This design comes from an exercise in tuning for small area, a short achievable clock period and few clock cycles on the open sky130 flow, not from production work.
At most, simulation tests tie the RTL to the original design; equivalence was not proved.
The RTL of run 1 was laid out without a check of its function.
Power and IR drop assume default switching activity.

==> flow/design.v <==
module bellmanford (reset, clock, GMAR1, GMDR1, GMAR2, GMDR2, IMAR, IMDR, WMAR1, WMAR2, WMDR1, WMDR2, WMWDR, WMWAR, WMWE, OMAR, OMDR, OMWAR, OMWDR, OMWE, NegCycle, Finish);
input clock,reset;
output wire [12:0] GMAR1;
input wire [127:0] GMDR1;
output wire [12:0] GMAR2;
input wire [127:0] GMDR2;
output reg [12:0] IMAR;
input wire [7:0] IMDR;
output wire [12:0] WMAR1;
input wire [127:0] WMDR1;
output wire [12:0] WMAR2;
input wire [127:0] WMDR2;
output wire [12:0] WMWAR;
output wire [127:0] WMWDR;
output wire WMWE;
output wire [12:0] OMAR;
output wire [15:0] OMDR;
assign OMAR = 13'b0;
assign OMDR = 16'b0;
output reg [12:0] OMWAR;
output reg [15:0] OMWDR;
output wire OMWE;
output reg NegCycle;
output reg Finish;
localparam [3:0] QS = 4'd0,    
                 NS = 4'd1,    
                 E  = 4'd2,    
                 NX = 4'd3,    
                 PK = 4'd4,    
                 OA = 4'd5,    
                 OB = 4'd6,    
                 OC = 4'd7,    
                 OD = 4'd8,    
                 DN = 4'd9,    
                 NG = 4'd10;   
reg [3:0] st;
reg [5:0] Nm1;         
reg [5:0] U;           
reg [7:0] DistU;
reg [5:0] iv;          
reg [7:0] iw;          
reg [5:0] icnt;        
reg [2:0] fslot;       
reg [12:0] fline;      
reg [5:0] passm1;      
reg ncc;               
reg nproc;             
reg [63:0] dirty;      
reg [5:0] nxt;         
reg nxt_all;
reg qfirst;            
reg nxt_has;
reg fresh;             
reg [5:0] wa;          
reg wv;                
reg ep, rst_d;         
always @(posedge clock) begin
    rst_d <= reset;
    if (reset && !rst_d) ep <= !ep;
end
function [7:0] add8;   
    input [7:0] a, b;
    reg [7:0] g, p, g1, p1, g2, p2, g3;
    integer k;
    begin
        g = a & b;
        p = a ^ b;
        for (k = 0; k < 8; k = k + 1) begin
            g1[k] = (k >= 1) ? (g[k] | (p[k] & g[k-1])) : g[k];
            p1[k] = (k >= 1) ? (p[k] & p[k-1]) : p[k];
        end
        for (k = 0; k < 8; k = k + 1) begin
            g2[k] = (k >= 2) ? (g1[k] | (p1[k] & g1[k-2])) : g1[k];
            p2[k] = (k >= 2) ? (p1[k] & p1[k-2]) : p1[k];
        end
        for (k = 0; k < 8; k = k + 1)
            g3[k] = (k >= 4) ? (g2[k] | (p2[k] & g2[k-4])) : g2[k];
        add8 = p ^ {g3[6:0], 1'b0};
    end
endfunction
function lt8;          
    input [7:0] a, b;
    reg [7:0] l, e;
    reg [3:0] l1, e1;
    reg [1:0] l2, e2;
    integer k;
    begin
        l = ~a & b;
        e = ~(a ^ b);
        for (k = 0; k < 4; k = k + 1) begin
            l1[k] = l[2*k+1] | (e[2*k+1] & l[2*k]);
            e1[k] = e[2*k+1] & e[2*k];
        end
        for (k = 0; k < 2; k = k + 1) begin
            l2[k] = l1[2*k+1] | (e1[2*k+1] & l1[2*k]);
            e2[k] = e1[2*k+1] & e1[2*k];
        end
        lt8 = l2[1] | (e2[1] & l2[0]);
    end
endfunction
function lt6;          
    input [5:0] a, b;
    begin
        lt6 = lt8({2'b00, a}, {2'b00, b});
    end
endfunction
wire [7:0] rdist2 = WMDR2[21:14];
wire valid2 = WMDR2[13:0] == {ep, IMAR};
wire [7:0] nw = add8(DistU, iw);
wire relax = (st == E) && (!valid2 || lt8(nw ^ 8'h80, rdist2 ^ 8'h80));
function [6:0] pe8;    
    input [7:0] x;
    begin
        casez (x)
            8'b???????1: pe8 = {1'b1, 3'b0, 3'd0};
            8'b??????10: pe8 = {1'b1, 3'b0, 3'd1};
            8'b?????100: pe8 = {1'b1, 3'b0, 3'd2};
            8'b????1000: pe8 = {1'b1, 3'b0, 3'd3};
            8'b???10000: pe8 = {1'b1, 3'b0, 3'd4};
            8'b??100000: pe8 = {1'b1, 3'b0, 3'd5};
            8'b?1000000: pe8 = {1'b1, 3'b0, 3'd6};
            8'b10000000: pe8 = {1'b1, 3'b0, 3'd7};
            default:     pe8 = 7'd0;
        endcase
    end
endfunction
function [6:0] pe64;   
    input [63:0] x;
    reg [7:0] g;
    reg [6:0] gi, t;
    reg [2:0] li;
    integer k;
    begin
        li = 3'd0;
        for (k = 0; k < 8; k = k + 1) g[k] = |x[8*k +: 8];
        gi = pe8(g);
        for (k = 0; k < 8; k = k + 1) begin
            t = pe8(x[8*k +: 8]);
            if (gi[2:0] == k) li = t[2:0];
        end
        pe64 = {gi[6], gi[2:0], li};
    end
endfunction
function [63:0] above;   
    input [5:0] a;
    integer k;
    begin
        for (k = 0; k < 64; k = k + 1) above[k] = (k > a);
    end
endfunction
wire [63:0] mask1 = nxt_all ? 64'hffffffffffffffff : above(nxt);
wire [6:0] pe_u = pe64(dirty & mask1);
wire wa_c = wv && lt6(U, wa);
wire iv_c = relax && lt6(U, iv);
wire wa_lt = !nxt_has || lt6(wa, nxt);
wire iv_lt = !nxt_has || lt6(iv, nxt);
wire iv_lt_wa = lt6(iv, wa);
wire keep_nxt = !(wa_c && wa_lt) && !(iv_c && iv_lt);   
wire abv_has = nxt_has || wa_c || iv_c;
wire [5:0] abv_alt = (iv_c && (!wa_c || iv_lt_wa)) ? iv : wa;
wire has_d = |dirty;
wire clr_u = (st == NS) || fresh;
wire [63:0] dirty_n = (st == QS) ? 64'd0 :
    ((dirty & ~({63'd0, clr_u} << U)) | ({63'd0, relax} << iv));
always @(posedge clock) dirty <= dirty_n;
wire [5:0] nmin = keep_nxt ? nxt : abv_alt;
wire nmin_has = abv_has;
wire done = (st == NX) || (st == E && icnt == 6'd0);
wire ahead = (st == E) && (icnt == 6'd0);
wire [5:0] Ur = ahead ? nxt : U;
assign GMAR1 = (st == QS) ? 13'd0 : {7'd0, Ur};
assign GMAR2 = (st == NS || ahead) ? GMDR1[12:0] : fline;
assign WMAR1 = {7'd0, Ur};
assign WMAR2 = {7'd0, iv};
assign WMWE = relax || (st == NS && qfirst);
assign WMWAR = {7'd0, (st == E) ? iv : U};
assign WMWDR = {100'd0, U, (st == E) ? nw : 8'd0, ep, IMAR};
assign OMWE = (st == OA) || (st == OB) || (st == OC) || (st == OD);
always @(*) begin
    case (st)
        OA: OMWDR = {8'd0, rdist2};
        OB: OMWDR = {8'd0, IMDR};
        OC: OMWDR = {10'd0, iv} + 16'd1;
        default: OMWDR = (IMDR == 8'hff) ? 16'hffff : 16'h0000;
    endcase
end
reg [13:0] slotw;
always @(*) begin
    case (fslot)
        3'd0: slotw = {GMDR2[125:120], GMDR2[119:112]};
        3'd1: slotw = {GMDR2[109:104], GMDR2[103:96]};
        3'd2: slotw = {GMDR2[93:88], GMDR2[87:80]};
        3'd3: slotw = {GMDR2[77:72], GMDR2[71:64]};
        3'd4: slotw = {GMDR2[61:56], GMDR2[55:48]};
        3'd5: slotw = {GMDR2[45:40], GMDR2[39:32]};
        3'd6: slotw = {GMDR2[29:24], GMDR2[23:16]};
        default: slotw = {GMDR2[13:8], GMDR2[7:0]};
    endcase
end
wire [5:0] L = GMDR2[117:112];
wire [7:0] dN = WMDR1[21:14];
wire [5:0] v1 = GMDR2[109:104] - 6'd1;    
always @(posedge clock) begin
    if (reset) begin
        st <= QS;
        IMAR <= 13'd0;
        OMWAR <= 13'd0;
        Finish <= 1'b0;
        NegCycle <= 1'b0;
    end else begin
        case (st)
        QS: begin
            Nm1 <= GMDR1[5:0] - 6'd2;
            U <= IMDR[5:0] - 6'd1;
            nxt <= IMDR[5:0] - 6'd1;
            nxt_all <= 1'b0;
            qfirst <= 1'b1;
            passm1 <= 6'd0;
            ncc <= 1'b1;
            nproc <= 1'b0;
            IMAR <= IMAR + 13'd1;
            st <= NS;
        end
        NS: begin
            DistU <= qfirst ? 8'd0 : WMDR1[21:14];
            qfirst <= 1'b0;
            wv <= 1'b0;
            iw <= GMDR2[103:96];
            nxt <= pe_u[5:0];
            nxt_has <= pe_u[6];
            if (U == Nm1) nproc <= 1'b1;
            iv <= v1;
            icnt <= L - 6'd1;
            fslot <= 3'd2;
            fline <= GMDR1[12:0];
            st <= (L == 6'd0) ? NX : E;
        end
        E: begin
            nxt <= nmin;
            nxt_has <= nmin_has;
            wv <= relax;
            wa <= iv;
            if (relax) begin
                ncc <= 1'b1;
            end
            if (icnt != 6'd0) begin
                iv <= slotw[13:8] - 6'd1;
                iw <= slotw[7:0];
                icnt <= icnt - 6'd1;
                fslot <= fslot + 3'd1;
                if (fslot == 3'd7) fline <= fline + 13'd1;
            end
        end
        NX: begin
            wv <= 1'b0;
        end
        PK: begin
            iv <= IMDR[5:0] - 6'd1;
            U <= pe_u[5:0];
            nxt <= pe_u[5:0];
            nxt_all <= 1'b0;
            if (passm1 == 6'd0 && !nproc && has_d) begin
                st <= NS;
            end else if (!ncc || !has_d) begin
                st <= OA;
            end else if (passm1 == Nm1) begin
                st <= NG;
            end else begin
                passm1 <= passm1 + 6'd1;
                ncc <= 1'b0;
                st <= NS;
            end
        end
        OA: begin
            OMWAR <= OMWAR + 13'd1;
            iv <= WMDR2[27:22];
            st <= OB;
        end
        OB: begin
            OMWAR <= OMWAR + 13'd1;
            IMAR <= IMAR + 13'd1;
            st <= OC;
        end
        OC: begin
            OMWAR <= OMWAR + 13'd1;
            iv <= WMDR2[27:22];
            if (WMDR2[27:22] == iv) st <= OD;    
        end
        OD: begin
            OMWAR <= OMWAR + 13'd1;
            if (IMDR == 8'hff) begin
                IMAR <= IMAR + 13'd1;
                st <= QS;
            end else begin
                Finish <= 1'b1;
                st <= DN;
            end
        end
        DN: begin
        end
        NG: begin
            NegCycle <= 1'b1;
        end
        default: st <= QS;
        endcase
        fresh <= 1'b0;
        if (ahead) begin
            nxt <= pe_u[5:0];
            nxt_has <= pe_u[6];
            DistU <= dN;
            iw <= GMDR2[103:96];
            if (nxt == Nm1 && nxt_has) nproc <= 1'b1;
            iv <= v1;
            icnt <= L - 6'd1;
            fslot <= 3'd2;
            fline <= GMDR1[12:0];
        end
        if (done) begin
            if (abv_has) begin
                if (keep_nxt && nxt_has && st == E && !(relax && iv == nxt)) begin
                    U <= nxt;
                    fresh <= 1'b1;
                    st <= (L == 6'd0) ? NX : E;
                end else begin
                    U <= keep_nxt ? nxt : abv_alt;
                    nxt <= keep_nxt ? nxt : abv_alt;
                    st <= NS;
                end
            end else begin
                nxt_all <= 1'b1;
                st <= PK;
            end
        end
    end
end
endmodule
==> flow/run.sh <==
#!/bin/bash
# synth_recipe.tcl (not shown) runs the flow's synth.tcl, then flattens the netlist and writes it again
# the make line also repeats each setting of config.mk as NAME=value (left out here)
make -C /OpenROAD-flow-scripts/flow DESIGN_CONFIG=/design/flow/config.mk WORK_HOME=/design/flow/orfs CLKGATE_MAP_FILE= SYNTH_SCRIPT=/design/flow/synth_recipe.tcl finish
==> flow/config.mk <==
export PLATFORM = sky130hd
export DESIGN_NAME = bellmanford
export DESIGN_NICKNAME = bellmanford
export VERILOG_FILES = /design/flow/design.v
export SDC_FILE = /design/flow/constraint.sdc
export NUM_CORES = 4
export LEC_CHECK = 0
export ABC_CLOCK_PERIOD_IN_PS = 3000
export CAP_MARGIN = 20
export CORE_AREA = 5 5 275 275
export DIE_AREA = 0 0 280 280
export SETUP_SLACK_MARGIN = 1.5
export SLEW_MARGIN = 20
==> flow/constraint.sdc <==
create_clock -name core_clock -period 5.0 [get_ports {clock}]
set_input_delay 1.0000 -clock core_clock [delete_from_list [all_inputs] [get_ports {clock}]]
set_output_delay 1.0000 -clock core_clock [all_outputs]
set_load 0.01 [all_outputs]
==> impl_results.md, run 1 <==
- R2R cell count: 23
- Final worst-path cycle share: 96.03%
- Critical Path Max Stage Delay: 0.49 ns
- Post-Route Setup TNS: 0 ns
- First drt pass iteration count: 6
- DRC Markers: 0
- CTS H-tree depth: 4
- CP startpoint kind: flop
- Outcome: finished clean
- Die Span X: 280 microns
- Most common cell after layout, fill and taps aside: clkdlybuf4s50_1
- Peak VDD IR: 0.2403 mV
- #FFs+latches synth: 179
- Hold violation count in the final report: 0
- Final WL: 68.34 mm
- Pwr dens: 304.2 mW/mm^2
- Largest net degree at the start of global routing: 65
- Power Total: 0.006312 W
- Most common cell type on the critical path: a21oi_2
- RSZ-0062 raised after global routing: true
- Kind of critical path: flop to output pin
- CP Max Fanout: 3
- Wire per inst: 21.34 microns
- IO Pins: 790
- Total die area: 0.07840 sq mm
- Vias in the first global route: 15420
- Final #Nets: 2808
- I/O Buffers: 281
- Cts bufs inserted: 17
- Post-synthesis cell area: 0.01527 sq mm
- CTS tree: built
- Final Setup Violations: 0
- Most frequent cells in the layout: clkdlybuf4s50_1, conb_1, a21oi_1
- Hold-critical path depth: 2
- Clock sink total: 179
- EDFF count, synth: 82
- CP max stage cell: or4_4
- GP Congestion: 0.9621
- Cts-stage hold buffer count: 0
- Max Freq: 0.2083 GHz
- Clock Tree Buf Depth: 2
- Slew Limit Fails: 0
- Starting density of the core: 21.04%
- Skew-Pair Late Insertion Delay: 0.46 ns
- GRT Residual Overflow: 0
- Final HPWL DP: 51.60 mm
- Area delta synth->final: 35.87%
- Distinct cells, synth: 91
- Initial antenna violation count: 7
- Core Area: 0.07259 sq mm
- Static Leak: 7.883 nW
- Slew HR: 24.27%
- CP Capture Type: output pin
- Primary FF master, synth: dfxtp_1
- Row count: 99
- Total number of vias: 16320
- Ys async rst share: 0%
- Min Clock Period, post-route: 4.801 ns
- Share of layout cells above drive strength 1: 17.12%
- Worst slew pin tran: 1.126 ns
- Worst Skew: 0.01318 ns
- Worst path required time: 4.00 ns
- Max-Cap Viols: 0
- Crit-path cells: ha_1 > a21o_1 > a21oi_2 > o21bai_1 > a21oi_2 > o21bai_1 > a21oi_2 > xnor2_2 > ha_4 > a21oi_4 > nand4_1 > or4_4 > o21ai_4 > nand2_4 > buf_6
- Worst-path clk slew: 0.08 ns
- Gr usage total: 16.10%
- First-pass GRT wire length: 97.89 mm
- Chip Height: 280 microns
- Seq/Total Area, Yosys: 28.84%
- Initial DRC count: 1812
- Ys Warns: 1
- Root Buffer: clkbuf_16
- Min-delay worst type: flop to flop
- Filler cell count in the final layout: 7758
- Worst Path Arrival: 3.80 ns
- Syn Area/Cell: 7.946 sq um
- Post-route ant nets: 0
- DR vias/cell: 5.097
- Synth Instances: 1922
stage by stage:
stage / setup slack, ns / cells / area (sq um) / hold WS, ns / util (%)
after floorplan: 1.059 / 2078 / 15930 / 0.4626 / -
after global placement: 0.03354 / 3097 / 18660 / 0.4538 / 25.71
after detailed placement: 0.01473 / 3097 / 18670 / 0.4631 / 25.72
after CTS: 0.1910 / 3170 / 19970 / 0.4819 / 27.51
after global routing: 0.07071 / 3196 / 20730 / 0.5207 / 28.57
final: 0.1985 / 3202 / 20750 / 0.4823 / 28.59
path summary, 6_finish.rpt:
kind | start | endpoint | slack, ns
worst min-delay path | NegCycle | NegCycle | 0.48
worst max-delay path | iw[1] | WMWE | 0.20
worst min register to register | NegCycle | NegCycle | 0.48
worst max register to register | iw[1] | U[0] | 0.22
sequential cells by signal, summed over array words and instances (netlist names), 8 cells and up:
name,count
dirty,64
IMAR,13
OMWAR,13
fline,13
DistU,8
iw,8
routing by layer:
layer  routed length (microns)  up-vias  global-route usage, %
met3                      6700      156                  4.119
met2                     32350      994                  27.12
met4                      2550        6                  4.857
met5                        54        -                      0
li1                          -     7369                      -
met1                     26680     7795                  20.32
synth_stat cells (13+ instances only):
cell	n	area [sq um]
a21o_1	14	105.1
a21oi_1	176	880.8
a221oi_1	19	166.4
a22oi_1	17	127.6
a31oi_1	26	162.7
and2_1	22	137.6
and3_1	20	125.1
buf_4	186	1396
clkbuf_1	83	311.6
dfxtp_1	97	1942
edfxtp_1	82	2462
ha_1	61	763.2
inv_1	59	221.5
mux2_2	18	202.7
mux2i_1	16	160.2
nand2_1	130	488.0
nand3_1	49	245.2
nand4_1	79	494.2
nor2_1	154	578.1
nor2b_1	14	87.58
nor3_1	31	155.2
nor4_1	19	118.9
o211ai_1	13	97.59
o21a_1	14	105.1
o21ai_0	169	845.8
o22ai_1	14	87.58
or3_1	22	137.6
xnor2_1	53	464.2
xor2_1	50	437.9
where the power goes:
group          switching [W]  total [W]  internal [W]  leakage (nW)
clock network       0.000703    0.00138      0.000676         0.291
registers           0.000159    0.00185       0.00169          1.56
logic                0.00189    0.00309       0.00119          6.03
total                0.00276    0.00631       0.00356          7.88
what timing repair did:
| action | CTS | global route |
|---|---|---|
| pin swaps | 25 | 44 |
| resized for setup | 165 | 202 |
| setup endpoints to repair | 147 | 145 |
| gates cloned | 5 | 2 |
| buffers inserted | 36 | 22 |
layout make-up:
type	count	area, sq um	share of cell area [%]
antenna	6	15.01	0.07236
clock buffer	18	430.4	2.074
clock inverter	14	160.2	0.7718
inverter	64	256.5	1.236
multi-input combinational	1544	10230	49.31
sequential	179	4409	21.25
tap	959	1200	5.783
timing repair buffer	418	4048	19.51
cell families (layout without fill, tap and decap cells):
| group | count (synthesis) | in the layout | synth area share (%) |
|---|---|---|---|
| and+or+nand+nor | 616 | 616 | 20.90 |
| buffers and inverters | 355 | 514 | 13.52 |
| other | 1 | 163 | 0.02455 |
| muxes | 34 | 34 | 2.376 |
| xor gates and xnor gates | 103 | 103 | 5.907 |
| DFF | 179 | 179 | 28.84 |
| adders and majority gates | 62 | 62 | 5.129 |
| AOI/OAI and AO/OA | 572 | 572 | 23.31 |
worst max-delay path, delay by kind of cell (launching register included):
family | cells | cell delay [ns]
adder cells (fa/ha/maj) | 2 | 0.59
flip-flops | 1 | 0.44
AO/OA/AOI/OAI | 8 | 1.21
XOR/XNOR | 1 | 0.19
buffers and inverters | 1 | 0.14
AND/OR/NAND/NOR | 3 | 0.74
==> run 2, diff against run 1 <==
--- a/flow/design.v
+++ b/flow/design.v
@@ -39,5 +39,5 @@
 reg [7:0] DistU;
 reg [5:0] iv;          
-reg [7:0] iw;          
+reg [7:0] nw;          
 reg [5:0] icnt;        
 reg [2:0] fslot;       
@@ -107,5 +107,4 @@
 wire [7:0] rdist2 = WMDR2[21:14];
 wire valid2 = WMDR2[13:0] == {ep, IMAR};
-wire [7:0] nw = add8(DistU, iw);
 wire relax = (st == E) && (!valid2 || lt8(nw ^ 8'h80, rdist2 ^ 8'h80));
 function [6:0] pe8;    
@@ -200,4 +199,7 @@
 wire [5:0] L = GMDR2[117:112];
 wire [7:0] dN = WMDR1[21:14];
+wire nfirst = (st != E) || ahead;
+wire [7:0] nwn = add8(nfirst ? ((st == NS && qfirst) ? 8'd0 : dN) : DistU,
+                      nfirst ? GMDR2[103:96] : slotw[7:0]);
 wire [5:0] v1 = GMDR2[109:104] - 6'd1;    
 always @(posedge clock) begin
@@ -224,7 +226,7 @@
         NS: begin
             DistU <= qfirst ? 8'd0 : WMDR1[21:14];
+            nw <= nwn;
             qfirst <= 1'b0;
             wv <= 1'b0;
-            iw <= GMDR2[103:96];
             nxt <= pe_u[5:0];
             nxt_has <= pe_u[6];
@@ -246,5 +248,5 @@
             if (icnt != 6'd0) begin
                 iv <= slotw[13:8] - 6'd1;
-                iw <= slotw[7:0];
+                nw <= nwn;
                 icnt <= icnt - 6'd1;
                 fslot <= fslot + 3'd1;
@@ -309,5 +311,5 @@
             nxt_has <= pe_u[6];
             DistU <= dN;
-            iw <= GMDR2[103:96];
+            nw <= nwn;
             if (nxt == Nm1 && nxt_has) nproc <= 1'b1;
             iv <= v1;
--- a/flow/config.mk
+++ b/flow/config.mk
@@ -6,5 +6,5 @@
 export NUM_CORES = 4
 export LEC_CHECK = 0
-export ABC_CLOCK_PERIOD_IN_PS = 3000
+export ABC_CLOCK_PERIOD_IN_PS = 1500
 export CAP_MARGIN = 20
 export CORE_AREA = 5 5 275 275
==> run 2 against run 1 <==
Synthesized cell count is 0.94% higher. Die area did not move. Non-clock buffer count rose by 16. Largest power group unchanged. Sequential cell count is the same. Area after synthesis up 1.5%. Core utilization fell by 0.18 points. Cell area down 0.64%. Clock-buffer cell count up 1.
==> impl_results.md, run 2 <==
- Mux cell area share after synthesis: 4.534%
- Min-delay worst type: flop to flop
- #FFs+latches synth: 179
- GRT Residual Overflow: 0
- Final worst slack: 1.465 ns
- Synth Area in Simple Gates: 20.63%
- Outcome: finished clean
- Dpl cells: 3122
- Wire per inst: 20.38 microns
- Pwr dens: 319.1 mW/mm^2
- Flop2flop setup slack: 1.51 ns
- Clock sink total: 179
- Final WL: 66.04 mm
- Final Non-Filler Cells: 3241
- CP Capture Type: output pin
- Syn Area/Cell: 7.994 sq um
- First drt pass iteration count: 6
- Post-synth top area cell: edfxtp_1
- Share of layout cells above drive strength 1: 16.00%
- Worst path required time: 4.00 ns
- Gr usage total: 15.87%
- Hold-critical path depth: 2
- Post-Route Setup TNS: 0 ns
- I/O Buffers: 281
- Core Area: 0.07259 sq mm
- Worst Path Arrival: 2.53 ns
- IO Pins: 790
- Worst hold endpoint: Finish
- CP Max Fanout: 2
- Seq/Total Area, Yosys: 28.40%
- Most common cell after layout, fill and taps aside: clkdlybuf4s50_1
- Top post-synthesis cells by count: nand2_1, buf_4, o21ai_0, a21oi_1, nor2_1
- Primary FF master, synth: dfxtp_1
- RSZ-0062 raised after global routing: true
- EDFF count, synth: 82
- Max-Cap Viols: 0
- R2R cell count: 11
- Row count: 99
- Kind of critical path: input pin to output pin
- Peak VDD IR: 0.2022 mV
- Die Span X: 280 microns
- Synth Area in Compound Gates: 22.41%
- Static Leak: 7.809 nW
- Hold slack: 0.4942 ns
- Vias in the first global route: 15190
- Slew Limit Fails: 0
- CTS H-tree depth: 4
- RR Startpoint: nxt[5]
- Hold violation count in the final report: 0
- Initial DRC count: 1853
- CTS tree: built
- Post-synthesis cell area: 0.01551 sq mm
- Worst Skew: 0.02112 ns
- Total die area: 0.07840 sq mm
- Final worst-path cycle share: 70.69%
- Synth Instances: 1940
- Ys async rst share: 0%
- Worst slew pin tran: 1.062 ns
- Chip Height: 280 microns
- Clock Tree Buf Depth: 2
- Post-route ant nets: 0
- Min Clock Period, post-route: 3.535 ns
- DR vias/cell: 4.871
- GP Congestion: 0.9578
- Worst-path clk slew: 0.07 ns
- Largest net degree at the start of global routing: 67
- Cts-stage hold buffer count: 0
- Final HPWL DP: 50.73 mm
- Total number of vias: 15790
- Max Freq: 0.2829 GHz
- CP startpoint kind: input pin
- First-pass GRT wire length: 95.93 mm
- Largest cells by area after synthesis: edfxtp_1, dfxtp_1, buf_4
- Most frequent cells in the layout: clkdlybuf4s50_1, nand2_1, o21ai_0
- DP Worst Slack: 0.3840 ns
- Slew HR: 28.68%
- DRC Markers: 0
- Hold Startpoint: Finish
- Area delta synth->final: 32.94%
- Adder-cell share of the synthesized area: 5.050%
- Root Buffer: clkbuf_16
- Largest family of logic cells by synthesized area: compound AO/OA/AOI/OAI gates
- Distinct cells, synth: 94
- Cts bufs inserted: 17
- Largest register by flop count: dirty
- Worst R2R End: U[0]
- XOR/XNOR share of the synthesized area: 5.873%
- Ys Warns: 1
- Top-count cell post-synth: nand2_1
- Final Setup Violations: 0
- Starting density of the core: 21.37%
- Synth top area share: 15.88%
- Final #Nets: 2852
- Max reg flops: 64
- Skew-Pair Late Insertion Delay: 0.47 ns
- Filler cell count in the final layout: 7891
- Initial antenna violation count: 1
[run 2: cell types whose count changed after synthesis, sizes merged, moves of 9 or more]
cell	change
a21oi	-26
a222oi	+9
mux2	+32
nand2	+62
nand3	+9
nand4	-54
xnor2	+9
[run 2: cells by family (layout without fill, tap and decap cells)]
logic type / after synthesis / after routing
flip-flops: 179 / 179
XOR/XNOR: 104 / 104
multiplexers: 64 / 64
adder cells (fa/ha/maj): 62 / 62
AO/OA/AOI/OAI: 547 / 548
buffers and inverters: 345 / 529
AND/OR/NAND/NOR: 638 / 638
other: 1 / 158
[run 2: layout make-up]
cell class                 count  area, sq um  share of cell area (%)
multi-input combinational   1573        10170                   49.31
sequential                   179         4415                   21.42
timing repair buffer         434         4039                   19.59
tap                          959         1200                   5.820
clock buffer                  19        432.9                   2.100
inverter                      63        241.5                   1.171
clock inverter                13        120.1                  0.5826
antenna                        1        2.502                 0.01214
[run 2: worst max-delay path by stage]
stage               slack [ns]        to  startpoint  depth (start not counted)
global placement          0.37  OMWDR[3]     IMDR[0]                          9
global route              1.42      WMWE   WMDR2[21]                         10
CTS                       1.35      WMWE   WMDR2[21]                         10
floorplan                 1.48     nw[7]    fslot[2]                         16
detailed placement        0.38  OMWDR[3]     IMDR[0]                          9
finish                    1.47      WMWE   WMDR2[21]                         10
[run 2: repair_timing]
item / in CTS / in global routing
gates cloned: 2 / 0
setup buffers: 56 / 28
pin swaps: 38 / 34
gates resized for setup: 164 / 78
setup endpoints to repair: 77 / 47
[run 2: per-stage QoR]
step	util [%]	cell area, sq um	power (W)
3_5_place_dp	26.04	18900	0.004914
4_1_cts	27.77	20150	0.006437
2_1_floorplan	-	16160	0.003772
3_3_place_gp	26.04	18900	0.004904
5_1_grt	28.40	20610	0.006922
6_report	28.40	20620	0.006578
[run 2: report_power, final]
group | total, W | internal [W] | switching, W | leakage (nW)
clock network | 0.00132 | 0.000654 | 0.000670 | 0.265
registers | 0.00190 | 0.00174 | 0.000161 | 1.56
logic | 0.00335 | 0.00134 | 0.00201 | 5.98
total | 0.00658 | 0.00373 | 0.00285 | 7.81
[run 2: critical path, cell delays in order]
cell and delay (ns):
buf_8 0.10, inv_4 0.04, ha_4 0.19, buf_6 0.12, nand3_4 0.10, nand4_1 0.08, or4_4 0.55, o21ai_4 0.16
nand2_2 0.06, buf_6 0.13
[run 2: per-layer routing]
metal	vias up	global-route usage, %	part of all wire (%)
li1	7378	-	-
met1	7462	19.88	40
met2	820	26.58	48
met3	124	3.653	8.5
met4	2	6.081	3.9
met5	-	0	0.018
Testbench counts of run 2, summed over its fixed seeds: cycles 23,209.
==> run 3, diff against run 2 <==
--- a/flow/config.mk
+++ b/flow/config.mk
@@ -6,8 +6,8 @@
 export NUM_CORES = 4
 export LEC_CHECK = 0
-export ABC_CLOCK_PERIOD_IN_PS = 1500
 export CAP_MARGIN = 20
 export CORE_AREA = 5 5 275 275
 export DIE_AREA = 0 0 280 280
+export PLACE_DENSITY = 0.35
 export SETUP_SLACK_MARGIN = 1.5
 export SLEW_MARGIN = 20
==> run 3 against run 2 <==
Via count is 0.68% higher. Synthesized cell count stayed put. Clock skew fell by 0.0028 ns. Hold slack lost 0.016 ns. Wire length is 11% higher. Cell area is 2.4% higher. Global-route usage up 1.9 points. Total power rose by 4.6%. Fmax is 3.2% lower. Core utilization rose by 0.68 points. Sequential cell count unchanged.
==> impl_results.md, run 3 <==
- Kind of critical path: input pin to output pin
- Placed Area: 0.01894 sq mm
- Largest register by flop count: dirty
- RR Startpoint: nxt[2]
- Pwr dens: 325.8 mW/mm^2
- Worst R2R End: U[0]
- Final HPWL DP: 56.26 mm
- EDFF count, synth: 82
- CP startpoint kind: input pin
- Top-count cell post-synth: nand2_1
- Hold violation count in the final report: 0
- Ys Warns: 1
- Hold-critical path depth: 2
- Final WL: 73.27 mm
- Worst-path clk slew: 0.07 ns
- Distinct cells, synth: 94
- Area delta synth->final: 36.12%
- Primary FF master, synth: dfxtp_1
- Dpl cells: 3128
- Cts-stage hold buffer count: 0
- Initial DRC count: 1260
- Min-delay worst type: flop to flop
- Worst Skew: 0.01829 ns
- Final worst-path cycle share: 73.03%
- Total die area: 0.07840 sq mm
- Worst hold endpoint: Finish
- Chip Height: 280 microns
- Share of layout cells above drive strength 1: 18.09%
- Post-synthesis cell area: 0.01551 sq mm
- Peak VDD IR: 0.2048 mV
- Gr usage total: 17.73%
- Static Leak: 8.060 nW
- Seq/Total Area, Yosys: 28.40%
- I/O Buffers: 281
- Most common cell after layout, fill and taps aside: clkdlybuf4s50_1
- Most frequent cells in the layout: clkdlybuf4s50_1, nand2_1, buf_4
- Worst slew pin tran: 1.062 ns
- Core Area: 0.07259 sq mm
- Clock sink total: 179
- Largest cells by area after synthesis: edfxtp_1, dfxtp_1, buf_4
- RSZ-0062 raised after global routing: true
- DRC Markers: 0
- IO Pins: 790
- Total number of vias: 15890
- Worst Path Arrival: 2.65 ns
- Post-Route Setup TNS: 0 ns
- Max reg flops: 64
- Seq. cell area: 0.004419 sq mm
- DR vias/cell: 4.850
- Root Buffer: clkbuf_16
- CP Capture Type: output pin
- Hold Startpoint: Finish
- Synth top area share: 15.88%
- GRT Residual Overflow: 0
- CP Max Fanout: 2
- CTS H-tree depth: 4
- Vias in the first global route: 15670
- Max Freq: 0.2739 GHz
- #FFs+latches synth: 179
- Top post-synthesis cells by count: nand2_1, buf_4, o21ai_0, a21oi_1, nor2_1
- Max-Cap Viols: 0
- Flop2flop setup slack: 1.49 ns
- Multi-input gate area: 0.01030 sq mm
- Ys async rst share: 0%
- Min Clock Period, post-route: 3.652 ns
- Die Span X: 280 microns
- Final #Nets: 2882
- Cts bufs inserted: 17
- Final Setup Violations: 0
- Slew HR: 28.66%
- Row count: 99
- Worst path required time: 4.00 ns
- Final Non-Filler Cells: 3277
- CTS tree: built
- Wire per inst: 22.36 microns
- Clock Tree Buf Depth: 2
- Synth Instances: 1940
- Initial antenna violation count: 14
- Syn Area/Cell: 7.994 sq um
- GP Congestion: 0.8724
- Largest net degree at the start of global routing: 67
- Filler cell count in the final layout: 7889
- First drt pass iteration count: 7
- Skew-Pair Late Insertion Delay: 0.50 ns
- Post-route ant nets: 0
- First-pass GRT wire length: 104.2 mm
- R2R cell count: 12
- Finished Cell Area: 0.02111 sq mm
- Post-synth top area cell: edfxtp_1
- Starting density of the core: 21.37%
- Slew Limit Fails: 0
- Outcome: finished clean
## run 3: cell types whose count changed in the layout (fill, tap and decap cells not counted), moves of 6 or more
cell / before / now
buf_4: 133 / 159
clkbuf_2: 1 / 10
clkdlybuf4s15_1: 10 / 3
dlygate4sd2_1: 43 / 36
o21ai_0: 159 / 152
diode_2: 1 / 7
o21ai_2: 4 / 10
## run 3: worst max path at each step
stage / startpoint / endpoint / depth (start not counted)
final: WMDR2[21] / WMWE / 10
after global routing: WMDR2[19] / WMWE / 8
after CTS: WMDR2[21] / WMWE / 10
after detailed placement: IMDR[1] / OMWDR[3] / 9
after global placement: IMDR[1] / OMWDR[3] / 9
after floorplan: fslot[2] / nw[7] / 16
## run 3: per-layer routing
layer | global-route usage, % | up-vias | share of wire (%)
met3 | 4.560 | 118 | 7.0
met4 | 6.876 | 14 | 3.3
met5 | 0 | - | 0.14
met2 | 29.81 | 616 | 48
li1 | - | 7455 | -
met1 | 21.80 | 7691 | 42
## run 3: final cells by class
class                   instances  share of cell area [%]
multi-input cells            1572                   48.77
flip-flops and latches        179                   20.93
repair buffers                465                   20.63
well taps                     959                   5.684
clock buffers                  19                   2.051
inverters                      63                   1.132
clock inverters                13                  0.7112
diodes                          7                 0.08298
## run 3: cell families after synthesis
| group | after synthesis | share of synthesized area (%) |
|---|---|---|
| adders and majority gates | 62 | 5.050 |
| muxes | 64 | 4.534 |
| AOI/OAI and AO/OA | 547 | 22.41 |
| xor gates and xnor gates | 104 | 5.873 |
| buffers and inverters | 345 | 13.08 |
| other | 1 | 0.02418 |
| and+or+nand+nor | 638 | 20.63 |
| DFF | 179 | 28.40 |
## run 3: stage by stage
stage / hold slack (ns) / total power, W / utilization, % / worst slack [ns]
floorplan: 0.4618 / 0.003772 / - / 1.476
global placement: 0.4636 / 0.004989 / 26.09 / 0.1917
detailed placement: 0.4648 / 0.004991 / 26.09 / 0.1853
CTS: 0.4880 / 0.006782 / 28.39 / 1.249
global route: 0.5135 / 0.007269 / 29.06 / 1.292
finish: 0.4787 / 0.006878 / 29.08 / 1.348
## run 3: where the power goes
group,internal (W),switching [W],leakage [nW]
logic,0.00146,0.00211,6.23
clock network,0.000705,0.000725,0.271
registers,0.00174,0.000140,1.56
total,0.00391,0.00297,8.06
## run 3: what timing repair did
| item | CTS | global route |
|---|---|---|
| pin swaps | 39 | 34 |
| buffers inserted | 80 | 25 |
| gates resized for setup | 204 | 106 |
| cloned | 4 | 1 |
| setup endpoints to repair | 87 | 35 |
## run 3: worst max-delay path, stage by stage
cell	delay, ns
buf_6	0.10
inv_4	0.05
ha_4	0.20
buf_4	0.15
nand3_4	0.09
nand4_1	0.10
or4_4	0.55
o21ai_4	0.20
nand2_2	0.09
buf_6	0.13
==> run 4, diff against run 3 <==
--- a/flow/config.mk
+++ b/flow/config.mk
@@ -9,5 +9,4 @@
 export CORE_AREA = 5 5 275 275
 export DIE_AREA = 0 0 280 280
-export PLACE_DENSITY = 0.35
-export SETUP_SLACK_MARGIN = 1.5
+export SETUP_SLACK_MARGIN = 0.5
 export SLEW_MARGIN = 20
==> run 4 against run 3 <==
Die area is the same. Non-clock buffer count down 117. Setup slack worse by 0.74 ns. Total power fell by 7.9%. Cell count decreased by 3.8%. Sequential cell count stayed put. Via count down 2.8%. Critical endpoint is now OMWDR[7]. Largest power group unchanged.
==> impl_results.md, run 4 <==
- CP Max Fanout: 9
- #FFs+latches synth: 179
- Post-route ant nets: 0
- Largest cells by area after synthesis: edfxtp_1, dfxtp_1, buf_4
- Final #Nets: 2765
- Skew-Pair Late Insertion Delay: 0.46 ns
- Chip Height: 280 microns
- RSZ-0062 raised after global routing: false
- Min-delay worst type: flop to flop
- IO Pins: 790
- Initial DRC count: 1765
- Row count: 99
- Cts-stage hold buffer count: 0
- Die Span X: 280 microns
- Worst slew pin tran: 1.113 ns
- EDFF count, synth: 82
- Critical Path Max Stage Delay: 0.58 ns
- Clock Tree Buf Depth: 2
- Filler cell count in the final layout: 7998
- Total die area: 0.07840 sq mm
- Core Area: 0.07259 sq mm
- Most common cell type on the critical path: clkdlybuf4s50_1
- Top post-synthesis cells by count: nand2_1, buf_4, o21ai_0, a21oi_1, nor2_1
- First-pass GRT wire length: 93.32 mm
- Slew Limit Fails: 0
- Hold violation count in the final report: 0
- Cts bufs inserted: 17
- GRT Residual Overflow: 0
- GP Congestion: 0.9787
- Synth top area share: 15.88%
- Slew HR: 25.23%
- CTS H-tree depth: 4
- Seq/Total Area, Yosys: 28.40%
- Total number of vias: 15440
- DRC Markers: 0
- Pwr dens: 325.3 mW/mm^2
- Final Setup Violations: 0
- Outcome: finished clean
- Peak VDD IR: 0.2154 mV
- Post-Route Setup TNS: 0 ns
- Primary FF master, synth: dfxtp_1
- Largest register by flop count: dirty
- Synth Area in Compound Gates: 22.41%
- Mux cell area share after synthesis: 4.534%
- Post-synth top area cell: edfxtp_1
- Top-count cell post-synth: nand2_1
- Largest family of logic cells by synthesized area: compound AO/OA/AOI/OAI gates
- Worst path required time: 4.00 ns
- Gr usage total: 15.41%
- Fin util: 26.83%
- Crit-path cells: clkdlybuf4s50_1 > ha_1 > nand4_1 > nor2_1 > o21ai_2 > inv_1 > buf_4 > a221o_1 > clkdlybuf4s50_1
- Max reg flops: 64
- Min Clock Period, post-route: 4.394 ns
- Initial antenna violation count: 0
- Power Total: 0.006335 W
- Worst Skew: 0.02299 ns
- Placed Area: 0.01885 sq mm
- Area delta synth->final: 25.59%
- Clock sink total: 179
- CP Capture Type: output pin
- DR vias/cell: 4.896
- CP max stage cell: clkdlybuf4s50_1
- Wire per inst: 20.34 microns
- Adder-cell share of the synthesized area: 5.050%
- Worst-path clk slew: 0.08 ns
- Most common cell after layout, fill and taps aside: clkdlybuf4s50_1
- Root Buffer: clkbuf_16
- Vias in the first global route: 14710
- CTS tree: built
- Post-synthesis cell area: 0.01551 sq mm
- Kind of critical path: input pin to output pin
- XOR/XNOR share of the synthesized area: 5.873%
- Largest net degree at the start of global routing: 67
- Share of layout cells above drive strength 1: 8.706%
- Ys Warns: 1
- Final worst slack: 0.6060 ns
- I/O Buffers: 281
- Final WL: 64.14 mm
- Finished Cell Area: 0.01948 sq mm
- DP Worst Slack: 0.1859 ns
- Max Freq: 0.2276 GHz
- Synth Area in Simple Gates: 20.63%
- Final worst-path cycle share: 87.88%
- Distinct cells, synth: 94
- Max-Cap Viols: 0
- Ys async rst share: 0%
- Most frequent cells in the layout: clkdlybuf4s50_1, nand2_1, o21ai_0
- CP startpoint kind: input pin
- Syn Area/Cell: 7.994 sq um
- Starting density of the core: 21.37%
- Synth Instances: 1940
- Worst Path Arrival: 3.39 ns
- Static Leak: 7.131 nW
- Final HPWL DP: 50.50 mm
- First drt pass iteration count: 9
==> run 4: timing repair <==
item | CTS | global route
gates resized for setup | 3 | 5
endpoints found under the setup margin | 2 | 9
pin swaps | 0 | 1
buffers inserted | 0 | 0
==> run 4: report_power, final <==
part	switching, W	internal [W]
clock	0.000676	0.000751
sequential	0.000211	0.00174
combinational	0.00181	0.00115
==> run 4: kinds of logic (layout without fill, tap and decap cells) <==
group,after synthesis,in the layout
other,1,158
AO/OA/AOI/OAI,547,547
XOR/XNOR,104,104
adder cells (fa/ha/maj),62,62
buffers and inverters,345,443
multiplexers,64,64
AND/OR/NAND/NOR,638,638
flip-flops,179,179
==> run 4: area by class of cell <==
class                      count  area, sq um  area share (%)
inverter                      63        236.5           1.214
antenna                        1        2.502         0.01285
multi-input combinational   1572         9706           49.83
clock inverter                15        177.7          0.9122
timing repair buffer         348         3326           17.07
clock buffer                  17        425.4           2.184
sequential                   179         4404           22.61
tap                          959         1200           6.160
==> run 4: through the flow <==
step	instances	hold slack (ns)
floorplan	2096	0.4618
global placement	3121	0.4670
detailed placement	3121	0.4661
CTS	3153	0.5008
global route	3153	0.5100
finish	3154	0.4992
==> run 4: final timing paths <==
path / start / end / slack [ns] / depth (start not counted)
min: Finish / Finish / 0.50 / 2
max reg2reg: nxt[0] / nxt[0] / 0.97 / 10
max: IMDR[1] / OMWDR[7] / 0.61 / 9
min reg2reg: Finish / Finish / 0.50 / 2
==> run 4: layer usage <==
layer  wire length, microns  GRT usage [%]  vias to the layer above  share of wire, %
met5                      0              0                        -                 0
met4                   2401          5.274                        0               3.7
met3                   5517          3.636                      113               8.6
met2                  30770          26.21                      814                48
met1                  25450          19.19                     7321                40
li1                       -              -                     7195                 -
==> run 4: worst max-delay path, delay by kind of cell <==
family                     cells  cell delay [ns]
buffers and inverters          4             1.50
and+or+nand+nor                2             0.36
AOI/OAI and AO/OA              2             0.33
adders and majority gates      1             0.19
==> run 5, diff against run 4 <==
--- a/flow/config.mk
+++ b/flow/config.mk
@@ -9,4 +9,4 @@
 export CORE_AREA = 5 5 275 275
 export DIE_AREA = 0 0 280 280
-export SETUP_SLACK_MARGIN = 0.5
+export SETUP_SLACK_MARGIN = 2.0
 export SLEW_MARGIN = 20
==> run 5 against run 4 <==
Still clean on timing, DRC and antenna. Core utilization grew 4.4 points. Via count is 8.6% higher. First-iteration DRC count up 6.0%. Critical path type is now flop to flop. Critical endpoint is now nxt[0]. Largest cell class unchanged. Largest power group unchanged. Highest routed layer is now met5.
==> impl_results.md, run 5 <==
- Outcome: finished clean
- First-pass GRT wire length: 100.8 mm
- Slew HR: 42.85%
- Slew Limit Fails: 0
- Worst-path clk slew: 0.08 ns
- Top post-synthesis cells by count: nand2_1, buf_4, o21ai_0, a21oi_1, nor2_1
- Final worst-path cycle share: 70.82%
- Kind of critical path: flop to flop
- Post-synthesis cell area: 0.01551 sq mm
- Max-Cap Viols: 0
- I/O Buffers: 281
- Primary FF master, synth: dfxtp_1
- RSZ-0062 raised after global routing: true
- Skew-Pair Late Insertion Delay: 0.47 ns
- First drt pass iteration count: 8
- CP Capture Type: flop
- Synth Instances: 1940
- CP bufs+invs: 3
- Top-count cell post-synth: nand2_1
- Post-synth top area cell: edfxtp_1
- Most common cell after layout, fill and taps aside: buf_4
- Final WL: 70.66 mm
- Worst slew pin tran: 0.8573 ns
- Root Buffer: clkbuf_16
- Pwr dens: 323.8 mW/mm^2
- Total die area: 0.07840 sq mm
- Final #Nets: 2973
- Vias in the first global route: 16030
- Worst Skew: 0.01795 ns
- Post-route ant nets: 0
- Seq. cell area: 0.004419 sq mm
- Largest register by flop count: dirty
- Largest cells by area after synthesis: edfxtp_1, dfxtp_1, buf_4
- Starting density of the core: 21.37%
- Distinct cells, synth: 94
- GRT Residual Overflow: 0
- Filler cell count in the final layout: 7649
- Initial DRC count: 1871
- DRC Markers: 0
- CP max stage cell: edfxtp_1
- Total number of vias: 16780
- Final HPWL DP: 51.31 mm
- DR vias/cell: 4.987
- Min Clock Period, post-route: 3.541 ns
- Final Setup Violations: 0
- Worst Path Arrival: 3.76 ns
- Hold violation count in the final report: 0
- Cts bufs inserted: 17
- IO Pins: 790
- Largest net degree at the start of global routing: 48
- Static Leak: 8.775 nW
- Share of layout cells above drive strength 1: 25.69%
- DP Worst Slack: 0.4453 ns
- Critical Path Max Stage Delay: 0.48 ns
- Clock sink total: 179
- Clock Tree Buf Depth: 2
- Min-delay worst type: flop to flop
- Worst path required time: 5.22 ns
- Post-Route Setup TNS: 0 ns
- CP startpoint kind: flop
- Max Freq: 0.2824 GHz
- Crit-path cells: buf_6 > buf_4 > buf_4 > nand3_1 > a21oi_1 > o211ai_1 > nor2_1 > o211ai_4 > o211ai_1 > nand3_1 > and4bb_2 > o31ai_2
- Area delta synth->final: 46.00%
- CTS tree: built
- Core Area: 0.07259 sq mm
- Ys async rst share: 0%
- GP Congestion: 0.9507
- Max reg flops: 64
- Peak VDD IR: 0.2128 mV
- Final worst slack: 1.459 ns
- Syn Area/Cell: 7.994 sq um
- Synth top area share: 15.88%
- #FFs+latches synth: 179
- EDFF count, synth: 82
- Wire per inst: 21.01 microns
- CP Max Fanout: 8
- Ys Warns: 1
- Initial antenna violation count: 9
- Die Span X: 280 microns
- Gr usage total: 16.71%
- Seq/Total Area, Yosys: 28.40%
- Cell family with most CP delay: simple AND/OR/NAND/NOR gates
- CTS H-tree depth: 4
- Chip Height: 280 microns
- Fin util: 31.19%
- Row count: 99
- Most frequent cells in the layout: buf_4, clkdlybuf4s50_1, nand2_1
- Multi-input gate area: 0.01086 sq mm
run 5: area by class of cell:
cell class                      count  area share (%)
Antenna cell                        3         0.03315
Clock buffer                       19           2.050
Clock inverter                     13          0.5857
Inverter                           63           1.122
Multi-Input combinational cell   1574           47.98
Sequential cell                   179           19.52
Tap cell                          959           5.299
Timing Repair Buffer              554           23.41
run 5: worst paths after layout:
path	start	endpoint	slack [ns]	cells past startpoint
setup / recovery	nxt[0]	nxt[0]	1.46	12
hold / removal	Finish	Finish	0.49	2
setup reg to reg	nxt[0]	nxt[0]	1.46	12
hold reg to reg	Finish	Finish	0.49	2
run 5: power by group:
part           switching (W)  internal, W  total, W
Combinational        0.00227      0.00177   0.00404
Clock               0.000689     0.000708   0.00140
Sequential          0.000150      0.00174   0.00189
Total                0.00311      0.00422   0.00733
run 5: cells by family after synthesis:
kind of cell / after synthesis / share of synthesized area (%)
xor gates and xnor gates: 104 / 5.873
muxes: 64 / 4.534
DFF: 179 / 28.40
other: 1 / 0.02418
adders and majority gates: 62 / 5.050
and+or+nand+nor: 638 / 20.63
AOI/OAI and AO/OA: 547 / 22.41
buffers and inverters: 345 / 13.08
run 5: worst min-delay path, cell delays in order, from the launching register on:
cell     delay [ns]
dfxtp_1        0.34
nor2_1         0.05
nor2_1         0.07
run 5: timing repair:
action | 4_1_cts | 5_1_grt
resized for setup | 559 | 127
setup buffers | 174 | 40
endpoints found under the hold margin | 0 | 0
endpoints found under the setup margin | 152 | 122
hold buffers | 0 | 0
cloned | 3 | 1
pin swaps | 86 | 66
run 5: through the flow:
stage / instances / power (W) / hold slack [ns] / area (sq um)
5_1_grt: 3363 / 0.007673 / 0.5220 / 22640
6_report: 3364 / 0.007332 / 0.4922 / 22640
4_1_cts: 3320 / 0.006988 / 0.4981 / 21810
3_3_place_gp: 3111 / 0.004896 / 0.4635 / 18900
2_1_floorplan: 2096 / 0.003812 / 0.4618 / 16280
3_5_place_dp: 3111 / 0.004909 / 0.4724 / 18900
run 5: metal layers:
metal	track usage [%]	vias to the layer above	routed length, microns
li1	-	7629	-
met1	19.85	7936	26480
met2	28.32	1003	33490
met3	4.477	201	6803
met4	7.444	6	3849
met5	0	-	31
==> run 6, diff against run 5 <==
--- a/flow/config.mk
+++ b/flow/config.mk
@@ -9,4 +9,5 @@
 export CORE_AREA = 5 5 275 275
 export DIE_AREA = 0 0 280 280
-export SETUP_SLACK_MARGIN = 2.0
+export PLACE_DENSITY = 0.8
+export SETUP_SLACK_MARGIN = 1.5
 export SLEW_MARGIN = 20
==> run 6 against run 5 <==
Setup slack worse by 0.00092 ns. Global-route usage shrank 1.3 points. Clock power about the same. Cell area down 8.8%. Critical path depth fell by 1. Hold slack got worse by 0.0024 ns. Wire length down 6.8%. Fmax about the same. Die area unchanged. Combinational power decreased by 16%. First-iteration DRC count grew 10%. Critical path type unchanged.
==> impl_results.md, run 6 <==
- Outcome: finished clean
- Min-delay worst type: flop to flop
- Wire per inst: 20.41 microns
- I/O Buffers: 281
- Distinct cells, synth: 94
- Gr usage total: 15.41%
- Final #Nets: 2840
- Slew Limit Fails: 0
- Chip Height: 280 microns
- Area delta synth->final: 33.11%
- Most common cell after layout, fill and taps aside: clkdlybuf4s50_1
- Total number of vias: 16440
- Ys async rst share: 0%
- Kind of critical path: flop to flop
- CTS H-tree depth: 4
- Row count: 99
- Most frequent cells in the layout: clkdlybuf4s50_1, nand2_1, o21ai_0
- Most Crowded Layer GR: met2
- Final Setup Violations: 0
- Vias in the first global route: 15300
- IO Pins: 790
- Synth top area share: 15.88%
- First-pass GRT wire length: 93.96 mm
- Post-Route Setup TNS: 0 ns
- Syn Area/Cell: 7.994 sq um
- GP Congestion: 1.019
- Primary FF master, synth: dfxtp_1
- Skew-Pair Late Insertion Delay: 0.47 ns
- Worst Skew: 0.01220 ns
- Largest register by flop count: dirty
- Clock Tree Buf Depth: 2
- Share of layout cells above drive strength 1: 15.74%
- Flop2flop setup slack: 1.46 ns
- Final HPWL DP: 49.18 mm
- Final worst-path cycle share: 70.84%
- Final WL: 65.87 mm
- Initial DRC count: 2059
- Worst slew pin tran: 0.8213 ns
- Top-count cell post-synth: nand2_1
- Starting density of the core: 21.37%
- Slew HR: 44.74%
- Hold violation count in the final report: 0
- Largest net degree at the start of global routing: 65
- Max Freq: 0.2823 GHz
- Met2 GRT Util: 24.84%
- Worst path required time: 5.26 ns
- Root Buffer: clkbuf_16
- Clock sink total: 179
- Seq/Total Area, Yosys: 28.40%
- Cts-stage hold buffer count: 0
- Max-Cap Viols: 0
- CTS tree: built
- DRC Markers: 0
- Static Leak: 7.927 nW
- EDFF count, synth: 82
- Cts bufs inserted: 17
- CP Capture Type: flop
- Core Area: 0.07259 sq mm
- Post-route ant nets: 0
- First drt pass iteration count: 7
- GRT Residual Overflow: 0
- RSZ-0062 raised after global routing: true
- Die Span X: 280 microns
- Met1 usage: 18.85%
- Post-synth top area cell: edfxtp_1
- Power Total: 0.006688 W
- #FFs+latches synth: 179
- CP Max Fanout: 8
- Top post-synthesis cells by count: nand2_1, buf_4, o21ai_0, a21oi_1, nor2_1
- Post-synthesis cell area: 0.01551 sq mm
- Initial antenna violation count: 0
- Worst-path clk slew: 0.07 ns
- Peak VDD IR: 0.3005 mV
- DR vias/cell: 5.094
- Ys Warns: 1
- CP startpoint kind: flop
- Total die area: 0.07840 sq mm
- Largest cells by area after synthesis: edfxtp_1, dfxtp_1, buf_4
- Synth Instances: 1940
- Worst Path Arrival: 3.80 ns
- Min Clock Period, post-route: 3.542 ns
- Pwr dens: 324.0 mW/mm^2
- Max reg flops: 64
- GRT met3 Usage: 3.653%
-- run 6: per-stage QoR --
stage          instance area (sq um)  std cells  worst slack (ns)  util [%]  hold WS, ns
2_1_floorplan                  16160       2096             1.476         -       0.4618
3_3_place_gp                   18770       3108            0.2980     25.86       0.4592
3_5_place_dp                   18770       3108            0.3006     25.86       0.4755
4_1_cts                        19970       3183             1.261     27.51       0.5006
5_1_grt                        20640       3227             1.395     28.44       0.5290
6_report                       20640       3228             1.458     28.44       0.4897
-- run 6: layout make-up --
type	instances	area (sq um)
diodes	1	2.502
flip-flops and latches	179	4417
inverters	63	239.0
clock inverters	11	118.9
clock buffers	20	467.9
multi-input cells	1572	10250
well taps	959	1200
fillers	7709	51940
repair buffers	423	3944
-- run 6: layer usage --
layer  share of wire, %  up-vias
li1                   -     7345
met1                 37     7660
met2                 45     1187
met3                 11      251
met4                7.3        0
met5                  0        -
-- run 6: power by group --
group / leakage (nW) / switching (W) / internal [W] / total [W]
Combinational: 6.08 / 0.00208 / 0.00132 / 0.00339
Sequential: 1.56 / 0.000153 / 0.00174 / 0.00190
Clock: 0.290 / 0.000657 / 0.000741 / 0.00140
-- run 6: kinds of logic after synthesis --
group                    after synthesis  share of synthesized area, %
AND/OR/NAND/NOR                      638                         20.63
AO/OA/AOI/OAI                        547                         22.41
buffers and inverters                345                         13.08
flip-flops                           179                         28.40
XOR/XNOR                             104                         5.873
multiplexers                          64                         4.534
adder cells (fa/ha/maj)               62                         5.050
other                                  1                       0.02418
-- run 6: worst paths after layout --
check                               to  cells after the start    from
worst max register to register    U[0]                     11  nxt[0]
worst min register to register  Finish                      2  Finish
worst max-delay path              U[0]                     11  nxt[0]
worst min-delay path            Finish                      2  Finish
-- run 6: critical path, cell delays in order, from the launching register on --
cell,delay (ns)
edfxtp_1,0.48
buf_6,0.18
or4b_4,0.53
o32ai_4,0.30
o211ai_1,0.23
nor3_4,0.39
buf_4,0.18
and3_4,0.20
o211ai_1,0.16
nand3_1,0.18
and4bb_2,0.29
o41ai_2,0.24
-- run 6: repair_timing --
action / 4_1_cts / 5_1_grt
gates cloned: 1 / 0
resized for setup: 148 / 110
pin swaps: 17 / 50
setup endpoints to repair: 95 / 49
buffers inserted: 43 / 44
==> run 7, diff against run 6 <==
--- a/flow/config.mk
+++ b/flow/config.mk
@@ -9,5 +9,4 @@
 export CORE_AREA = 5 5 275 275
 export DIE_AREA = 0 0 280 280
-export PLACE_DENSITY = 0.8
-export SETUP_SLACK_MARGIN = 1.5
+export SETUP_SLACK_MARGIN = 1.2
 export SLEW_MARGIN = 20
==> run 7 against run 6 <==
Clock-buffer cell count fell by 3. Area after synthesis stayed put. Fmax down 5.9%. Clock skew grew 0.012 ns. Non-clock buffer count down 46. Still clean on timing, DRC and antenna. Total power fell by 4.8%. First-iteration DRC count down 25%. Register-to-register slack lost 0.19 ns.
==> impl_results.md, run 7 <==
- Syn Area/Cell: 7.994 sq um
- Area delta synth->final: 27.85%
- Cts-stage hold buffer count: 0
- Slew Limit Fails: 0
- Wire per inst: 20.25 microns
- Top-count cell post-synth: nand2_1
- Initial DRC count: 1540
- I/O Buffers: 281
- Dpl cells: 3123
- Worst path required time: 5.26 ns
- Antenna diodes: 0
- Peak VDD IR: 0.1792 mV
- CTS tree: built
- CP startpoint kind: input pin
- Distinct cells, synth: 94
- GRT Residual Overflow: 0
- #FFs+latches synth: 179
- Post-synth top area cell: edfxtp_1
- Multi-input gate area: 0.009877 sq mm
- Share of layout cells above drive strength 1: 11.57%
- Post-Route Setup TNS: 0 ns
- Ys async rst share: 0%
- Slew HR: 37.47%
- DR vias/cell: 4.882
- Worst-path clk slew: 0.07 ns
- Gr usage total: 15.42%
- Synth top area share: 15.88%
- Final HPWL DP: 50.39 mm
- Final worst-path cycle share: 75.31%
- GP Congestion: 0.9505
- Initial antenna violation count: 1
- Final Setup Violations: 0
- Post-synthesis cell area: 0.01551 sq mm
- Pwr dens: 321.2 mW/mm^2
- First-pass GRT wire length: 93.03 mm
- Clock Tree Buf Depth: 2
- Final WL: 64.41 mm
- Primary FF master, synth: dfxtp_1
- RSZ-0062 raised after global routing: true
- Largest cells by area after synthesis: edfxtp_1, dfxtp_1, buf_4
- Kind of critical path: input pin to flop
- Core Area: 0.07259 sq mm
- Filler cell count in the final layout: 7974
- Post-route ant nets: 0
- Largest net degree at the start of global routing: 67
- Outcome: finished clean
- Hold violation count in the final report: 0
- Top post-synthesis cells by count: nand2_1, buf_4, o21ai_0, a21oi_1, nor2_1
- Skew-Pair Late Insertion Delay: 0.47 ns
- Total number of vias: 15530
- IO Pins: 790
- Static Leak: 7.520 nW
- Cts bufs inserted: 17
- DRC Markers: 0
- Final Non-Filler Cells: 3181
- Ys Warns: 1
- First drt pass iteration count: 6
- CP Capture Type: flop
- Row count: 99
- Max Freq: 0.2656 GHz
- Largest register by flop count: dirty
- CTS H-tree depth: 4
- EDFF count, synth: 82
- Worst Skew: 0.02446 ns
- CP Max Fanout: 12
- Final #Nets: 2794
- Synth Instances: 1940
- Die Span X: 280 microns
- Seq. cell area: 0.004410 sq mm
- Min Clock Period, post-route: 3.765 ns
- Max reg flops: 64
- Most common cell after layout, fill and taps aside: clkdlybuf4s50_1
- Most frequent cells in the layout: clkdlybuf4s50_1, nand2_1, o21ai_0
- Starting density of the core: 21.37%
- Vias in the first global route: 14670
- Root Buffer: clkbuf_16
- Min-delay worst type: flop to flop
- Total die area: 0.07840 sq mm
- Chip Height: 280 microns
- Worst slew pin tran: 0.9294 ns
- Seq/Total Area, Yosys: 28.40%
- Max-Cap Viols: 0
- Worst Path Arrival: 4.03 ns
- Clock sink total: 179
[run 7: final cells by class]
| cell class | instances | share of cell area [%] |
|---|---|---|
| Clock buffer | 17 | 2.146 |
| Clock inverter | 14 | 0.5995 |
| Inverter | 63 | 1.193 |
| Multi-Input combinational cell | 1572 | 49.81 |
| Sequential cell | 179 | 22.24 |
| Tap cell | 959 | 6.052 |
| Timing Repair Buffer | 377 | 17.95 |
[run 7: metal layers]
layer | track usage [%] | up-vias | part of all wire, %
li1 | - | 7254 | -
met1 | 19.06 | 7385 | 40
met2 | 26.32 | 766 | 48
met3 | 3.803 | 124 | 8.4
met4 | 5.148 | 0 | 3.4
met5 | 0 | - | 0
[run 7: power breakdown]
group	internal [W]	total, W	switching, W
Sequential	0.00174	0.00192	0.000180
Clock	0.000649	0.00133	0.000680
Combinational	0.00122	0.00312	0.00189
[run 7: worst paths after layout]
kind,start,endpoint,slack (ns),cells past startpoint
hold / removal,Finish,Finish,0.49,2
hold reg to reg,Finish,Finish,0.49,2
setup reg to reg,nxt[2],nxt[0],1.27,11
setup / recovery,WMDR2[15],nxt[0],1.23,14
[run 7: kinds of logic (layout without fill, tap and decap cells)]
group | count (synthesis) | in the layout | share of synthesized area [%]
compound gates | 547 | 547 | 22.41
xor+xnor | 104 | 104 | 5.873
fa+ha+maj | 62 | 62 | 5.050
buf+inv | 345 | 471 | 13.08
flops | 179 | 179 | 28.40
mux | 64 | 64 | 4.534
other cells | 1 | 157 | 0.02418
simple gates | 638 | 638 | 20.63
[run 7: repair_timing]
| action | in CTS | in global routing |
|---|---|---|
| buffers inserted | 17 | 10 |
| pin swaps | 9 | 7 |
| endpoints found under the setup margin | 61 | 43 |
| resized for setup | 65 | 26 |
[run 7: through the flow]
step | area [sq um] | total power (W) | setup WS, ns | hold WS [ns] | utilization (%)
floorplan | 16110 | 0.003754 | 1.208 | 0.4618 | -
global placement | 18880 | 0.004881 | 0.2615 | 0.4538 | 26.00
detailed placement | 18880 | 0.004884 | 0.2571 | 0.4721 | 26.00
CTS | 19680 | 0.006314 | 1.078 | 0.5023 | 27.11
global route | 19830 | 0.006708 | 1.113 | 0.5152 | 27.32
finish | 19830 | 0.006368 | 1.235 | 0.4932 | 27.32
[run 7: critical path, cell delays in order]
cell             delay [ns]
clkdlybuf4s50_1        0.53
ha_1                   0.34
nand4b_1               0.09
a21o_1                 0.17
a21oi_2                0.16
o21ai_2                0.07
buf_4                  0.14
buf_4                  0.14
buf_6                  0.14
or4_1                  0.52
a31oi_4                0.27
a21bo_2                0.25
o221a_2                0.12
o31ai_1                0.09
==> run 8, diff against run 7 <==
--- a/flow/config.mk
+++ b/flow/config.mk
@@ -9,4 +9,4 @@
 export CORE_AREA = 5 5 275 275
 export DIE_AREA = 0 0 280 280
-export SETUP_SLACK_MARGIN = 1.2
+export SETUP_SLACK_MARGIN = 1.8
 export SLEW_MARGIN = 20
==> run 8 against run 7 <==
Critical path type is now input pin to output pin. Clock skew fell by 0.0053 ns. Critical path depth fell by 7. Via count rose by 5.9%.
==> impl_results.md, run 8 <==
- Outcome: finished clean
- Multi-input gate area: 0.01064 sq mm
- Largest net degree at the start of global routing: 67
- Most common cell after layout, fill and taps aside: clkdlybuf4s50_1
- Synth Area in Compound Gates: 22.41%
- Worst slew pin tran: 0.8300 ns
- Slew Limit Fails: 0
- I/O Buffers: 281
- XOR/XNOR share of the synthesized area: 5.873%
- Primary FF master, synth: dfxtp_1
- Slew HR: 44.16%
- Clock sink total: 179
- First drt pass iteration count: 9
- Top post-synthesis cells by count: nand2_1, buf_4, o21ai_0, a21oi_1, nor2_1
- Synth Area in Simple Gates: 20.63%
- GP Congestion: 0.9476
- DR vias/cell: 4.980
- Starting density of the core: 21.37%
- Final worst-path cycle share: 70.58%
- Die Span X: 280 microns
- Syn Area/Cell: 7.994 sq um
- Worst Path Arrival: 2.53 ns
- Top-count cell post-synth: nand2_1
- R2R cell count: 12
- Worst path required time: 4.00 ns
- Dpl cells: 3113
- DRC Markers: 0
- Row count: 99
- Wire per inst: 20.85 microns
- CP Max Fanout: 2
- Cts-stage hold buffer count: 0
- Total number of vias: 16440
- GRT Residual Overflow: 0
- Final #Nets: 2913
- Mux cell area share after synthesis: 4.534%
- Static Leak: 8.324 nW
- Worst Skew: 0.01914 ns
- Root Buffer: clkbuf_16
- Largest register by flop count: dirty
- Synth Instances: 1940
- Min-delay worst type: flop to flop
- Worst-path clk slew: 0.08 ns
- Post-Route Setup TNS: 0 ns
- Hold-critical path depth: 2
- Core Area: 0.07259 sq mm
- Vias in the first global route: 15220
- Max Freq: 0.2834 GHz
- Total die area: 0.07840 sq mm
- CP startpoint kind: input pin
- Filler cell count in the final layout: 7765
- Hold violation count in the final report: 0
- RSZ-0062 raised after global routing: true
- Distinct cells, synth: 94
- Clock Tree Buf Depth: 2
- Post-route ant nets: 0
- Max reg flops: 64
- Initial antenna violation count: 8
- Min Clock Period, post-route: 3.529 ns
- CTS tree: built
- Largest family of logic cells by synthesized area: compound AO/OA/AOI/OAI gates
- Peak VDD IR: 0.2274 mV
- Initial DRC count: 1923
- CTS H-tree depth: 4
- IO Pins: 790
- Gr usage total: 16.23%
- Share of layout cells above drive strength 1: 23.10%
- Pwr dens: 326.9 mW/mm^2
- Final Setup Violations: 0
- Ys async rst share: 0%
- Seq. cell area: 0.004419 sq mm
- Kind of critical path: input pin to output pin
- Skew-Pair Late Insertion Delay: 0.47 ns
- Final WL: 68.84 mm
- First-pass GRT wire length: 97.41 mm
- Post-synthesis cell area: 0.01551 sq mm
- Most frequent cells in the layout: clkdlybuf4s50_1, nand2_1, buf_4
- Cts bufs inserted: 17
- Adder-cell share of the synthesized area: 5.050%
- Final HPWL DP: 51.46 mm
- #FFs+latches synth: 179
- EDFF count, synth: 82
- Synth top area share: 15.88%
- Chip Height: 280 microns
- Largest cells by area after synthesis: edfxtp_1, dfxtp_1, buf_4
- Area delta synth->final: 40.94%
- CP Capture Type: output pin
- Max-Cap Viols: 0
- Ys Warns: 1
- Seq/Total Area, Yosys: 28.40%
- Post-synth top area cell: edfxtp_1
- Final Non-Filler Cells: 3302
-- run 8: critical path, stage by stage --
cell and delay [ns]:
clkdlybuf4s15_1 0.20, xnor2_2 0.20, nand4_1 0.12, or4_4 0.58, o21ai_4 0.20, nand2_4 0.07
buf_8 0.14
-- run 8: cells by family (layout without fill, tap and decap cells) --
kind of cell / Yosys count / after routing
flops: 179 / 179
compound gates: 547 / 547
fa+ha+maj: 62 / 62
other cells: 1 / 158
simple gates: 638 / 639
buf+inv: 345 / 590
xor+xnor: 104 / 104
mux: 64 / 64
-- run 8: routing by layer --
| metal | GRT usage, % | share of wire [%] |
|---|---|---|
| met1 | 19.29 | 37 |
| met4 | 6.056 | 4.7 |
| met3 | 4.710 | 10 |
| met5 | 0 | 0.070 |
| met2 | 27.81 | 48 |
-- run 8: cell type report --
type,count,area share (%)
diodes,1,0.01145
clock buffers,19,2.124
multi-input cells,1573,48.69
flip-flops and latches,179,20.22
repair buffers,495,21.47
clock inverters,13,0.8415
inverters,63,1.156
well taps,959,5.490
-- run 8: stage by stage --
stage	hold slack (ns)	power (W)	setup WS (ns)	util [%]	cell area, sq um
finish	0.4948	0.007146	1.471	30.11	21860
global route	0.5159	0.007473	1.438	30.11	21850
CTS	0.4947	0.006835	1.423	29.01	21060
detailed placement	0.4770	0.004919	0.3552	26.01	18880
global placement	0.4570	0.004910	0.3621	26.01	18880
floorplan	0.4618	0.003801	1.669	-	16240
-- run 8: where the power goes --
group | internal (W) | leakage (nW) | total, W | switching [W]
combinational | 0.00158 | 6.45 | 0.00373 | 0.00215
sequential | 0.00174 | 1.56 | 0.00190 | 0.000162
clock | 0.000808 | 0.316 | 0.00151 | 0.000702
-- run 8: worst paths after layout --
path | start | endpoint | slack, ns
max | WMDR2[1] | WMWE | 1.47
min | Finish | Finish | 0.49
max reg2reg | nxt_all | U[0] | 1.54
min reg2reg | Finish | Finish | 0.49
-- run 8: repair_timing --
item                                    in CTS  in global routing
buffers inserted                           113                 40
pin swaps                                   71                 54
cloned                                       2                  1
endpoints found under the hold margin        0                  0
endpoints found under the setup margin     126                 88
resized for setup                          441                143

afterwards: timing with drivers on the ports:
The results above use ideal ports. As a check the final layouts listed here were re-extracted and re-timed, cells and wires unchanged. Step 1 assumes that a clkbuf_16 drives the clock port and a buf_2 every other input. Step 2 adds t to the input delays and takes it off the output delays; t is the mean of the earliest and latest rising clock arrival at the registers after step 1. Input paths then give back, and output paths get back, about the clock's delay inside the block. Three values: no drivers, after step 1, after step 2; two values: the first two.
run | shift t [ns] | slack for setup (ns) | clock arrival spread, ns
run 1 | 0.506 | 0.199 / 0.145 / 0.218 | 0.013 / 0.013
run 2 | 0.509 | 1.465 / 1.412 / 1.107 | 0.022 / 0.022
run 3 | 0.548 | 1.348 / 1.263 / 0.957 | 0.019 / 0.018
run 4 | 0.507 | 0.606 / 0.573 / 0.294 | 0.023 / 0.022
run 5 | 0.514 | 1.459 / 1.433 / 1.058 | 0.018 / 0.018
run 6 | 0.506 | 1.458 / 1.414 / 1.038 | 0.012 / 0.013
run 7 | 0.519 | 1.235 / 1.219 / 0.744 | 0.025 / 0.024
run 8 | 0.514 | 1.471 / 1.428 / 0.993 | 0.020 / 0.019
After both steps setup and hold are still met in every run listed. The setup slack of run 7, which loses most, moves by -0.016 ns with the drivers and by -0.491 ns with both steps.
